This design comes from an exercise in tuning for small area on the open sky130 flow, not from production work.
The RTL was checked by simulation tests, not by an equivalence proof against the original design.
No driver is modelled on the clock port, so clocking that relies on it looks cheaper here than on a real chip.
No activity file was given, so power comes from the tool's default toggle rates.

==> flow/design.v (excerpt) <==
module traffic_lights (
  input  logic        clk_i,
  input  logic        srst_i,
  input  logic [2:0]  cmd_type_i,
  input  logic        cmd_valid_i,
  input  logic [15:0] cmd_data_i,
  output logic        red_o,
  output logic        yellow_o,
  output logic        green_o
);
localparam logic [2:0] S_OFF = 3'd4,
                       S_BLK = 3'd0,
                       S_R   = 3'd6,
                       S_RY  = 3'd2,
                       S_G   = 3'd3,
                       S_GB  = 3'd1,
                       S_Y   = 3'd7;
logic [2:0]  state, next_state;
logic [15:0] time_red, time_yellow, time_green;
logic [15:0] u;
logic        p;
logic        term;
logic is_off, is_blk, is_r, is_ry, is_g, is_gb, is_y;
assign is_off = ( state == S_OFF );
assign is_blk = ( state == S_BLK );
assign is_r   = ( state == S_R   );
assign is_ry  = ( state == S_RY  );
assign is_g   = ( state == S_G   );
assign is_gb  = ( state == S_GB  );
assign is_y   = ( state == S_Y   );
logic cmd_on, cmd_off, cmd_blink;
assign cmd_on    = cmd_valid_i && ( cmd_type_i == 3'd0 );
assign cmd_off   = cmd_valid_i && ( cmd_type_i == 3'd1 );
assign cmd_blink = cmd_valid_i && ( cmd_type_i == 3'd2 );
logic is_dur;
assign is_dur = is_r || is_g || is_y;
assign term = !p && ( is_dur ? ( &u ) :
                      is_ry  ? ( u[3] && u[0] ) :             
                      is_gb  ? ( u[3] && u[2] && u[1] ) :     
                               ( u[3] && u[1] && u[0] ) );    
logic go_on, go_blk;
assign go_on  = cmd_on && ( is_off || is_blk );
assign go_blk = cmd_blink && !is_blk;
always_comb
  begin
    next_state = state;
    if( term )
      case( state )
        S_R:     next_state = S_RY;
        S_RY:    next_state = S_G;
  ...
export LEC_CHECK = 0
export CAP_MARGIN = 20
export CORE_MARGIN = 2
export CORE_UTILIZATION = 60
export GPL_TIMING_DRIVEN = 0
export SLEW_MARGIN = 20
create_clock -name core_clock -period 5.0 [get_ports {clk_i}]
standard.sh (not shown) runs the stock make flow with config.mk's settings and CLKGATE_MAP_FILE= SYNTH_SCRIPT=/design/flow/synth_recipe.tcl, a recipe that flattens the netlist after the stock synthesis.
==> flow/flow/run.sh <==
#!/bin/bash
# Own layout flow: the standard synthesis, then the same synthesis with an
# area-oriented ABC script (registers unchanged, checked against the standard
# synthesis), then the standard ORFS layout with small port buffers and a
# lighter clock tree.
set -euo pipefail
W=$(pwd)
F=$W/flow
PLAT=${FLOW_PLATFORM:-sky130hd}
R=$W/orfs/results/$PLAT/traffic_lights/base

# 1. standard synthesis (reference for the registers)
bash standard.sh synth > $W/log_synth_std.txt 2>&1
cp $R/1_2_yosys.v $W/std_1_2_yosys.v

# 2. area-oriented synthesis with a few ABC scripts; keep the smallest
best=""; best_area=""
for s in $F/abc*.script; do
  n=$(basename $s .script)
  make -C $FLOW_HOME DESIGN_CONFIG=$W/config.mk WORK_HOME=$W/orfs_$n CLKGATE_MAP_FILE= \
    SYNTH_SCRIPT=$F/mysynth.tcl MY_ABC=$s synth > $W/log_synth_$n.txt 2>&1 || continue
  v=$W/orfs_$n/results/$PLAT/traffic_lights/base/1_2_yosys.v
  python3 $F/flopcheck.py $W/std_1_2_yosys.v $v >> $W/log_flopcheck.txt 2>&1 || continue
  a=$(grep 'Chip area' $W/orfs_$n/reports/$PLAT/traffic_lights/base/synth_stat.txt | awk '{print $NF}')
  echo "$n $a" >> $W/log_areas.txt
  if [[ -z "$best" ]] || python3 -c "import sys; sys.exit(0 if $a < $best_area else 1)"; then
    best=$v; best_area=$a
  fi
done
if [[ -n "$best" ]]; then
  cp $best $R/1_2_yosys.v
  touch $R/1_2_yosys.v
fi

# 3. layout; the clock tree is built by flow/cts_pre.tcl (four clock buffers
# fed by the clock port), CTS is told to skip the clock net
export MCT_NBUF=${MCT_NBUF:-4}
export MCT_CELL=${MCT_CELL:-sky130_fd_sc_hd__clkbuf_8}
bash standard.sh \
  "BUFFER_PORTS_ARGS=-buffer_cell sky130_fd_sc_hd__buf_1" \
  "PRE_CTS_TCL=$F/cts_pre.tcl" \
  finish > $W/log_layout.txt 2>&1
==> flow/flow/cts_pre.tcl <==
# PRE_CTS hook: build a small manual clock tree; CTS then skips the clock.
source [file join [file dirname [info script]] mantree.tcl]
build_manual_clock_tree clk_i $::env(MCT_NBUF) $::env(MCT_CELL)
Other scripts of this flow, unchanged in this note and not shown: flow/flow/abc1.script, flow/flow/abc2.script, flow/flow/abc3.script, flow/flow/flopcheck.py, flow/flow/mantree.tcl, flow/flow/mysynth.tcl
Change:
--- a/flow/flow/run.sh
+++ b/flow/flow/run.sh
@@ -34,7 +34,18 @@
 
-# 3. layout; the clock tree is built by flow/cts_pre.tcl (four clock buffers
+# 3. layout; the clock tree is built by flow/cts_pre.tcl (two clock buffers
 # fed by the clock port), CTS is told to skip the clock net
-export MCT_NBUF=${MCT_NBUF:-4}
-export MCT_CELL=${MCT_CELL:-sky130_fd_sc_hd__clkbuf_8}
+export MCT_NBUF=${MCT_NBUF:-2}
+export MCT_CELL=${MCT_CELL:-sky130_fd_sc_hd__clkbuf_16}
+# the layout's repair may use only small buffers (the platform's don't-use list
+# plus the larger buffers)
+DU=$(make -s -f - <<MK
+include $FLOW_HOME/platforms/$PLAT/config.mk
+all:
+	@echo \$(DONT_USE_CELLS)
+MK
+)
+DU="$DU sky130_fd_sc_hd__buf_4 sky130_fd_sc_hd__buf_6 sky130_fd_sc_hd__buf_8 sky130_fd_sc_hd__buf_12 sky130_fd_sc_hd__buf_16"
+echo "$DU" > $W/log_dont_use.txt
 bash standard.sh \
+  "DONT_USE_CELLS=$DU" \
   "BUFFER_PORTS_ARGS=-buffer_cell sky130_fd_sc_hd__buf_1" \
The new run went through all stages and came out clean.
Sequential power is about the same.
Wire length is lower by 2.8%.
Power is lower by 0.63%.
Worst setup slack gets better by 24 ps.
Via count hardly moves.
Critical path depth stays the same.
Worst hold slack hardly moves.
Die area is unchanged.
Final area is lower by 0.70%.
Synthesized cell count stays the same.
Clock skew is lower by 6.9 ps.

re-timing with driven ports:
No port has a modelled driver above. Below, the same layouts with a new extraction and two added sets of constraints.
Step 1: set_driving_cell puts a clkbuf_16 on clk_i and a buf_2 on each other input, an assumption about the parent block.
Step 2 times the ports against the registers' clock, not the clock port: input delays grow and output delays shrink by t, the midpoint of the rising clock arrivals with the driver on.
Three values: ideal ports, drivers, drivers and shift; two values: the first two.
run	t, ns	slack for setup (ns)	hold slack, ns
the first run	0.206	0.664 / 0.664 / 0.664	0.455 / 0.455 / 0.455
the second run	0.209	0.688 / 0.688 / 0.688	0.456 / 0.456 / 0.456
After both steps setup and hold are still met in every run listed.
